Background: an optimization exercise with open tools, aiming at small area and a short achievable clock period. Do not read the settings as production practice. Where RTL was checked, it was by simulation tests only, not by an equivalence proof against the original.

==> flow/design.v (excerpt) <==
module StepperPositionController (
    input clk,
    input reset,
    input write,
    input [4:0] address,
    input signed [31:0] writedata,
    input read,
    output signed [31:0] readdata,
    output step,
    output dir,
    input A,
    input B,
    input I,
    output reg enable,
    output reg [1:0] MS,
    input endswitch
  );
Size in the first run: ~6400 cells after synthesis, roughly 82 I/O pins, roughly 59000 um^2 of cells after synthesis.
Settings: LEC_CHECK=0, ABC_AREA=1, CAP_MARGIN=20, CORE_MARGIN=2, CORE_UTILIZATION=40, CTS_BUF_LIST=sky130_fd_sc_hd__clkbuf_8, SLEW_MARGIN=20, SYNTH_HIERARCHICAL=1; clock period 100.0 ns.
standard.sh (not shown) runs the stock make flow with config.mk's settings and CLKGATE_MAP_FILE= SYNTH_SCRIPT=/design/flow/synth_recipe.tcl, a recipe that flattens the netlist after the stock synthesis.
==> flow/flow/run.sh <==
#!/bin/bash
# The standard layout (standard.sh), with two changes passed to ORFS:
#  - the clock tree uses sky130_fd_sc_hd__clkbuf_8 cells on sink clusters of at
#    most 16 flip-flops within 80 um, without the dummy loads CTS otherwise adds
#    for balancing;
#  - the port buffers are sky130_fd_sc_hd__buf_2 cells.
# Each tool's output goes to the ORFS logs under orfs/logs; standard.sh's own
# output to standard.log.
set -o pipefail
export CTS_ARGS="-sink_clustering_enable -repair_clock_nets -dont_use_dummy_load -buf_list sky130_fd_sc_hd__clkbuf_8 -sink_clustering_size 16 -sink_clustering_max_diameter 80"
export BUFFER_PORTS_ARGS="-buffer_cell sky130_fd_sc_hd__buf_2"
bash standard.sh > standard.log 2>&1
Next try:
==> flow/flow/run.sh (replaced) <==
#!/bin/bash
# The standard layout (standard.sh), with two changes passed to ORFS:
#  - the clock tree uses sky130_fd_sc_hd__clkbuf_8 cells on sink clusters of at
#    most 14 flip-flops within 70 um, without the dummy loads CTS otherwise adds
#    for balancing;
#  - the port buffers are sky130_fd_sc_hd__buf_4 cells.
# Each tool's output goes to the ORFS logs under orfs/logs; standard.sh's own
# output to standard.log.
set -o pipefail
export CTS_ARGS="-sink_clustering_enable -repair_clock_nets -dont_use_dummy_load -buf_list sky130_fd_sc_hd__clkbuf_8 -sink_clustering_size 14 -sink_clustering_max_diameter 70"
export BUFFER_PORTS_ARGS="-buffer_cell sky130_fd_sc_hd__buf_4"
bash standard.sh > standard.log 2>&1
Result:
- wire length decreases by about 1.1%
- non-clock buffer count stays the same
- flip-flop and latch count does not change
- count of clock-buffer cells in the layout increases by 6
- register-to-register slack gets better by 0.47 ns
Next try:
==> flow/flow/run.sh (replaced) <==
#!/bin/bash
# The standard layout (standard.sh), with two changes passed to ORFS:
#  - the clock tree is built without the dummy loads CTS otherwise adds for balancing;
#  - the port buffers are sky130_fd_sc_hd__buf_2 cells.
# Each tool's output goes to the ORFS logs under orfs/logs; standard.sh's own
# output to standard.log.
set -o pipefail
export CTS_ARGS="-sink_clustering_enable -repair_clock_nets -dont_use_dummy_load -buf_list sky130_fd_sc_hd__clkbuf_4"
export BUFFER_PORTS_ARGS="-buffer_cell sky130_fd_sc_hd__buf_2"
bash standard.sh > standard.log 2>&1
--- a/flow/config.mk
+++ b/flow/config.mk
@@ -12 +12 @@
-export CTS_BUF_LIST = sky130_fd_sc_hd__clkbuf_8
+export CTS_BUF_LIST = sky130_fd_sc_hd__clkbuf_4
Result: The changed run completed without violations. Fmax goes down slightly. Cell area goes up slightly. Non-clock buffer count does not change. First-iteration DRC count goes up by a few percent.
Next try:
--- a/flow/flow/run.sh
+++ b/flow/flow/run.sh
@@ -3 +3,3 @@
-#  - the clock tree is built without the dummy loads CTS otherwise adds for balancing;
+#  - the clock tree uses sky130_fd_sc_hd__clkbuf_8 cells on sink clusters of at
+#    most 14 flip-flops within 70 um, without the dummy loads CTS otherwise adds
+#    for balancing;
@@ -8 +10 @@
-export CTS_ARGS="-sink_clustering_enable -repair_clock_nets -dont_use_dummy_load -buf_list sky130_fd_sc_hd__clkbuf_4"
+export CTS_ARGS="-sink_clustering_enable -repair_clock_nets -dont_use_dummy_load -buf_list sky130_fd_sc_hd__clkbuf_8 -sink_clustering_size 14 -sink_clustering_max_diameter 70"
--- a/flow/config.mk
+++ b/flow/config.mk
@@ -12 +12,2 @@
-export CTS_BUF_LIST = sky130_fd_sc_hd__clkbuf_4
+export CTS_BUF_LIST = sky130_fd_sc_hd__clkbuf_8
+export GPL_TIMING_DRIVEN = 0
Result: Sequential share of layout area came out lower by 0.21 points; clock skew came out higher by 0.023 ns; critical path depth came out higher by 1; design area came out higher by 0.79%; count of clock-buffer cells in the layout came out lower by 100; die area stays the same; cell count came out higher by 2.8%; routed wire length came out higher by 34%.

* * *

wip/yarrow:
Starting RTL as in the previous note.
Design StepperPositionController, start of the top module:
module StepperPositionController (
    input clk,
    input reset,
    input write,
    input [4:0] address,
    input signed [31:0] writedata,
    input read,
    output signed [31:0] readdata,
    output step,
    output dir,
    input A,
    input B,
    input I,
    output reg enable,
    output reg [1:0] MS,
    input endswitch
  );
  parameter CLOCK_FREQ_HZ = 50_000_000;    
  localparam [24:0] HALF = CLOCK_FREQ_HZ / 2;
  reg [31:0] setpoint, Kp, Ki, deadband, integralMax, outputMax, pos_offset;
  reg [31:0] ramp_up_limit, ramp_up_threshold;
  reg [31:0] count, position, error, iterm, term_sum;
  reg res_nz;
  reg [31:0] result_freq;
  reg sf_act, sf_big;
  reg [24:0] Dsf;
  reg [31:0] R;
  reg Dr0;              
  reg [24:1] Dr_hi;
  wire [24:0] Dr = {Dr_hi, Dr0};
  reg slow_clk;
  reg [15:0] ms_lfsr;    
  reg [31:0] ticks_per_millisecond, pos_prev_n;    
  wire [31:0] g_a1;
  wire [0:0] g_k2;
  wire [31:0] position_next;
  wire [31:0] g_a3;
  wire [0:0] g_k4;
  wire [31:0] E;
  wire [31:0] g_a5;
  wire [0:0] g_k6;
  wire [31:0] count_next;
  wire [31:0] ppi0;
  wire [29:0] ppi1;
  wire [27:0] ppi2;
  wire [25:0] ppi3;
  wire [23:0] ppi4;
  wire [21:0] ppi5;
  wire [19:0] ppi6;
  wire [17:0] ppi7;
  wire [15:0] ppi8;
  wire [13:0] ppi9;
  wire [11:0] ppi10;
  wire [9:0] ppi11;
  wire [7:0] ppi12;
  wire [5:0] ppi13;
  wire [3:0] ppi14;
  wire [1:0] ppi15;
  wire [19:0] g_s7;
  wire [19:0] g_c8;
  wire [9:0] g_s9;
  wire [9:0] g_c10;
  wire [51:0] g_s11;
  wire [51:0] g_c12;
  wire [7:0] g_s13;
  wire [7:0] g_c14;
  wire [59:0] g_s15;
  wire [59:0] g_c16;
  wire [5:0] g_s17;
  wire [5:0] g_c18;
  wire [49:0] g_s19;
  wire [49:0] g_c20;
  wire [3:0] g_s21;
  wire [3:0] g_c22;
  wire [27:0] g_s23;
  wire [27:0] g_c24;
  wire [1:0] g_s25;
  wire [1:0] g_c26;
  wire [29:0] g_s27;
  wire [29:0] g_c28;
  wire [1:0] g_s29;
  wire [1:0] g_c30;
  wire [31:0] g_a31;
  wire [0:0] g_k32;
  wire [31:0] i_raw;
  wire [0:0] g_g33;
  wire [0:0] g_g34;
  wire [0:0] g_g35;
  wire [0:0] g_g36;
  wire [0:0] g_g37;
  wire [0:0] g_g38;
  wire [0:0] g_g39;
  wire [0:0] g_g40;
  wire [0:0] g_g41;
  wire [0:0] g_g42;
  wire [0:0] g_g43;
  wire [0:0] g_g44;
  wire [0:0] g_g45;
  wire [0:0] g_g46;
  wire [0:0] g_g47;
  ...
export LEC_CHECK = 0
export ABC_AREA = 1
export CAP_MARGIN = 20
export CORE_MARGIN = 2
export CORE_UTILIZATION = 40
export CTS_BUF_LIST = sky130_fd_sc_hd__clkbuf_8
export PLACE_DENSITY = 0.8
export SLEW_MARGIN = 20
export SYNTH_HIERARCHICAL = 1
create_clock -name core_clock -period 100.0 [get_ports {clk}]
==> flow/flow/run.sh <==
#!/bin/bash
# The standard layout (standard.sh), with two changes passed to ORFS:
#  - the clock tree uses sky130_fd_sc_hd__clkbuf_8 cells on sink clusters of at
#    most 14 flip-flops within 70 um, without the dummy loads CTS otherwise adds
#    for balancing;
#  - the port buffers are sky130_fd_sc_hd__buf_2 cells.
# Each tool's output goes to the ORFS logs under orfs/logs; standard.sh's own
# output to standard.log.
set -o pipefail
export CTS_ARGS="-sink_clustering_enable -repair_clock_nets -dont_use_dummy_load -buf_list sky130_fd_sc_hd__clkbuf_8 -sink_clustering_size 14 -sink_clustering_max_diameter 70"
export BUFFER_PORTS_ARGS="-buffer_cell sky130_fd_sc_hd__buf_2"
bash standard.sh > standard.log 2>&1
What wip/umber does differently from wip/yarrow at the input level:
- PLACE_DENSITY no longer set, was 0.8
- CTS_BUF_LIST now sky130_fd_sc_hd__clkbuf_4, was sky130_fd_sc_hd__clkbuf_8
==> flow/run.sh (new file) <==
#!/bin/bash
# synth_recipe.tcl (not shown) runs the flow's synth.tcl, then flattens the netlist and writes it again
# the make line also repeats each setting of config.mk as NAME=value (left out here)
make -C /OpenROAD-flow-scripts/flow DESIGN_CONFIG=/design/flow/config.mk WORK_HOME=/design/flow/orfs CLKGATE_MAP_FILE= SYNTH_SCRIPT=/design/flow/synth_recipe.tcl finish
removed: flow/flow/run.sh
removed: flow/standard.sh
==> comparison <==
The storage element area on wip/yarrow is in line with that on wip/umber.
Sort wip/yarrow and wip/umber by worst setup slack for register-to-register paths asc -> top: wip/yarrow
Per the final summary, wip/umber finished and its layout is clean on timing, DRC and antenna.
Modified inputs, wip/quartz compared to wip/umber
- CORE_UTILIZATION now 50, was 40
- CTS_BUF_LIST now sky130_fd_sc_hd__clkbuf_8, was sky130_fd_sc_hd__clkbuf_4
==> flow/flow/run.sh (new file) <==
#!/bin/bash
# The standard layout (standard.sh), with two changes passed to ORFS:
#  - the clock tree uses sky130_fd_sc_hd__clkbuf_8 cells on sink clusters of at
#    most 14 flip-flops within 70 um, without the dummy loads CTS otherwise adds
#    for balancing;
#  - the port buffers are sky130_fd_sc_hd__buf_2 cells.
# Each tool's output goes to the ORFS logs under orfs/logs; standard.sh's own
# output to standard.log.
set -o pipefail
export CTS_ARGS="-sink_clustering_enable -repair_clock_nets -dont_use_dummy_load -buf_list sky130_fd_sc_hd__clkbuf_8 -sink_clustering_size 14 -sink_clustering_max_diameter 70"
export BUFFER_PORTS_ARGS="-buffer_cell sky130_fd_sc_hd__buf_2"
bash standard.sh > standard.log 2>&1
==> flow/standard.sh (new file) <==
#!/bin/bash
# synth_recipe.tcl (not shown) runs the flow's synth.tcl, then flattens the netlist and writes it again
# the make line also repeats each setting of config.mk as NAME=value (left out here)
make -C /OpenROAD-flow-scripts/flow DESIGN_CONFIG=/design/flow/config.mk WORK_HOME=/design/flow/orfs CLKGATE_MAP_FILE= SYNTH_SCRIPT=/design/flow/synth_recipe.tcl "${@:-finish}"
removed: flow/run.sh
Notes after the runs:
Wire length (wip/quartz vs. wip/umber) decreases by a few percent. As far as fraction of the mapped netlist area in compound gates goes, wip/umber and wip/quartz are indistinguishable; the numbers are identical. Against wip/umber, setup clock skew after layout in wip/quartz came out better. Of wip/umber and wip/quartz, the run reporting the higher die area was wip/umber. Comparing wip/umber and wip/quartz, the lower overall fraction of global-route tracks in use is on wip/umber. Worst slew slack as a fraction of its limit ended up 0.88 points higher on wip/quartz than on wip/umber.
The inputs of wip/violet differ from those of wip/quartz as listed below.
- swapping sky130_fd_sc_hd__clkbuf_8 for sky130_fd_sc_hd__clkbuf_4 in CTS_BUF_LIST
- swapping 50 for 40 in CORE_UTILIZATION
==> flow/flow/run.sh <==
#!/bin/bash
# The standard layout (standard.sh), with the clock tree built without the
# dummy loads that CTS otherwise adds for balancing. Each tool's output goes to
# the ORFS logs under orfs/logs; standard.sh's own output to standard.log.
set -o pipefail
export CTS_ARGS="-sink_clustering_enable -repair_clock_nets -dont_use_dummy_load -buf_list sky130_fd_sc_hd__clkbuf_4"
bash standard.sh > standard.log 2>&1
## What came out
- Sort wip/violet and wip/quartz by final design instance area without fill asc -> top: wip/quartz
- Lower post-route fraction of the period consumed by the critical path was reported by wip/quartz, not wip/violet.

* * *

StepperPositionController, a different RTL version from the one above (not shown whole).
Size: ~6800 cells after synthesis, roughly 660 flip-flops, roughly 82 I/O pins, ~60000 um2 of cells after synthesis.
// StepperPositionController
module StepperPositionController (
    input clk,
    input reset,
    input write,
    input [4:0] address,
    input signed [31:0] writedata,
    input read,
    output signed [31:0] readdata,
    output step,
    output dir,
    input A,
    input B,
    input I,
    output reg enable,
    output reg [1:0] MS,
    input endswitch
  );
export LEC_CHECK = 0
export ABC_AREA = 1
export CAP_MARGIN = 20
export CORE_MARGIN = 2
export CORE_UTILIZATION = 60
export SLEW_MARGIN = 20
create_clock -name core_clock -period 100.0 [get_ports {clk}]
run.sh (not shown) runs the stock make flow with config.mk's settings and CLKGATE_MAP_FILE= SYNTH_SCRIPT=/design/flow/synth_recipe.tcl, a recipe that flattens the netlist after the stock synthesis.
Stock flow here: none of the scripts above is used.
The starting point finished with timing, DRC and antenna clean.
Next try:
- ABC_AREA: 1 -> unset
- CORE_UTILIZATION: 60 -> 40
After rerunning:
- The changed run went through all stages and came out clean
- final cell count is higher by about a fifth
- wire length is higher by about a fifth
- die area is higher by well over a third
- maximum frequency stays flat
No functional check of the RTL was part of any run of this note.

* * *

Another version of the RTL of StepperPositionController (not shown whole).
Size: roughly 660 flip-flops, roughly 82 I/O pins.
export LEC_CHECK = 0
export ABC_AREA = 1
export CAP_MARGIN = 20
export CORE_MARGIN = 2
export CORE_UTILIZATION = 40
export CTS_BUF_LIST = sky130_fd_sc_hd__clkbuf_4
export SLEW_MARGIN = 20
create_clock -name core_clock -period 100.0 [get_ports {clk}]
The first run passed the timing, design-rule and antenna checks.
Edit:
Settings changed: CAP_MARGIN 20 to 0, CTS_BUF_LIST sky130_fd_sc_hd__clkbuf_4 to sky130_fd_sc_hd__clkbuf_8, CTS_CLUSTER_SIZE set to 30, SLEW_MARGIN 20 to 0.
- final area barely changes
- maximum frequency came out lower slightly
- non-clock buffer count does not change
- core utilization came out lower by 0.11 points
- wire length came out lower slightly
- worst setup slack is worse by 0.19 ns
- hold slack is worse by 0.0065 ns
- critical path depth came out higher by 1
- clock skew came out lower by 0.040 ns
No functional check of the RTL was part of any run of this note.

* * *

StepperPositionController, a different RTL version from the one above (not shown whole).
For scale: roughly 6400 cells after synthesis, ~660 flip-flops, ~82 I/O pins, about 59000 µm² of cells after synthesis.
make LEC_CHECK=0 ABC_AREA=1 CAP_MARGIN=20 CORE_MARGIN=2 CORE_UTILIZATION=40 CTS_BUF_LIST=sky130_fd_sc_hd__clkbuf_4 SLEW_MARGIN=20 SYNTH_HIERARCHICAL=1 finish   # period 100.0 ns
Change:
==> flow/flow/run.sh (new file) <==
#!/bin/bash
# Standard layout, with the clock tree built without dummy balancing loads.
set -o pipefail
cp standard.sh standard.sh.txt 2>/dev/null
export CTS_ARGS="-sink_clustering_enable -repair_clock_nets -dont_use_dummy_load -buf_list sky130_fd_sc_hd__clkbuf_4"
bash standard.sh > standard.log 2>&1
==> flow/standard.sh (new file) <==
#!/bin/bash
# synth_recipe.tcl (not shown) runs the flow's synth.tcl, then flattens the netlist and writes it again
# the make line also repeats each setting of config.mk as NAME=value (left out here)
make -C /OpenROAD-flow-scripts/flow DESIGN_CONFIG=/design/flow/config.mk WORK_HOME=/design/flow/orfs CLKGATE_MAP_FILE= SYNTH_SCRIPT=/design/flow/synth_recipe.tcl "${@:-finish}"
removed: flow/run.sh
=>
- The changed run went through all stages and came out clean
- flip-flop and latch count does not change
- synthesized area does not change
- sequential share of layout area goes up by 0.45 points

* * *

StepperPositionController with an RTL version that a note above also has.
Size in the first run: about 660 flip-flops, about 82 I/O pins, ~0.059 mm2 of cells after synthesis.
clock: 100.0 ns
lec_check: 0
abc_area: 1
cap_margin: 20
core_margin: 2
core_utilization: 40
cts_buf_list: sky130_fd_sc_hd__clkbuf_4
slew_margin: 20
synth_hierarchical: 1
standard.sh (not shown) runs the stock make flow with config.mk's settings and CLKGATE_MAP_FILE= SYNTH_SCRIPT=/design/flow/synth_recipe.tcl, a recipe that flattens the netlist after the stock synthesis.
==> flow/flow/run.sh <==
#!/bin/bash
# The standard layout (standard.sh), with the clock tree built without the
# dummy loads that CTS otherwise adds for balancing. Each tool's output goes to
# the ORFS logs under orfs/logs; standard.sh's own output to standard.log.
set -o pipefail
export CTS_ARGS="-sink_clustering_enable -repair_clock_nets -dont_use_dummy_load -buf_list sky130_fd_sc_hd__clkbuf_8 -sink_clustering_size 16 -sink_clustering_max_diameter 80"
bash standard.sh > standard.log 2>&1
Next try:
==> flow/flow/run.sh (replaced) <==
#!/bin/bash
# The standard layout (standard.sh), with two changes passed to ORFS:
#  - the clock tree uses sky130_fd_sc_hd__clkbuf_8 cells on sink clusters of at
#    most 14 flip-flops within 70 um, without the dummy loads CTS otherwise adds
#    for balancing;
#  - the port buffers are sky130_fd_sc_hd__buf_2 cells.
# Each tool's output goes to the ORFS logs under orfs/logs; standard.sh's own
# output to standard.log.
set -o pipefail
export CTS_ARGS="-sink_clustering_enable -repair_clock_nets -dont_use_dummy_load -buf_list sky130_fd_sc_hd__clkbuf_8 -sink_clustering_size 14 -sink_clustering_max_diameter 70"
export BUFFER_PORTS_ARGS="-buffer_cell sky130_fd_sc_hd__buf_2"
bash standard.sh > standard.log 2>&1
Settings changed: CTS_BUF_LIST sky130_fd_sc_hd__clkbuf_4 to sky130_fd_sc_hd__clkbuf_8.
The changed run finished clean. Sequential share of layout area goes up by 0.14 points. Global-route usage hardly moves. Fmax goes up by a few percent. Final area goes down slightly. Die area does not change. Sequential cell count stays the same. Wire length barely changes.

[re-timing with driven ports]
No port has a modelled driver above. Below, the same layouts with a new extraction and two added sets of constraints.
Step 1: set_driving_cell puts a clkbuf_16 on clk and a buf_2 on each other input, an assumption about the parent block.
Step 2 also shifts input and output timing later by t, the mid clock arrival at the registers, as if the neighbouring blocks saw the same clock.
Slacks: no drivers / after step 1 / after step 2; pairs: no drivers / after step 1.
run | t (ns) | slack for setup (ns) | worst hold slack (ns) | worst setup path at the end | slew at the worst register clock pin (ns)
the first run of note 1 | 0.764 | 57.004 / 56.937 / 56.937 | 0.361 / 0.361 / 0.361 | input to output | 0.12 / 0.12
the second run of note 1 | 0.768 | 57.098 / 57.026 / 57.026 | 0.352 / 0.352 / 0.352 | input to output | 0.11 / 0.11
the third run of note 1 | 1.119 | 56.947 / 56.879 / 56.879 | 0.350 / 0.350 / 0.350 | input to output | 0.08 / 0.08
the fourth run of note 1 | 0.830 | 55.752 / 55.719 / 55.719 | 0.358 / 0.358 / 0.358 | input to output | 0.10 / 0.10
wip/yarrow | 0.770 | 56.527 / 56.445 / 56.445 | 0.363 / 0.363 / 0.363 | input to output | 0.11 / 0.11
wip/umber | 1.158 | 56.017 / 55.986 / 55.986 | 0.353 / 0.353 / 0.353 | input to output | 0.08 / 0.08
wip/quartz | 0.782 | 56.881 / 56.807 / 56.807 | 0.367 / 0.367 / 0.367 | input to output | 0.10 / 0.10
wip/violet | 1.135 | 55.995 / 55.965 / 55.965 | 0.353 / 0.353 / 0.353 | input to output | 0.07 / 0.07
the first run of note 3 | 0.724 | 55.852 / 55.821 / 55.821 | 0.346 / 0.346 / 0.346 | input to output | 0.07 / 0.07
the second run of note 3 | 0.756 | 55.721 / 55.652 / 55.652 | 0.346 / 0.346 / 0.346 | input to output | 0.07 / 0.07
the first run of note 4 | 1.136 | 56.269 / 56.229 / 56.229 | 0.358 / 0.358 / 0.358 | input to output | 0.09 / 0.09
the second run of note 4 | 0.843 | 56.078 / 56.046 / 56.046 | 0.352 / 0.352 / 0.352 | input to output | 0.08 / 0.08
the first run of note 5 | 1.167 | 55.804 / 55.770 / 55.770 | 0.331 / 0.331 / 0.331 | input to output | 0.08 / 0.08
the second run of note 5 | 1.157 | 55.803 / 55.768 / 55.768 | 0.327 / 0.327 / 0.327 | input to output | 0.08 / 0.08
the first run of note 6 | 0.760 | 56.058 / 56.028 / 56.028 | 0.364 / 0.364 / 0.364 | input to output | 0.12 / 0.12
the second run of note 6 | 0.791 | 56.971 / 56.906 / 56.906 | 0.357 / 0.357 / 0.357 | input to output | 0.11 / 0.11
After both steps every run listed still meets setup and hold. The setup slack of wip/yarrow, which loses most, moves by -0.082 ns with the drivers and by -0.082 ns with both steps.
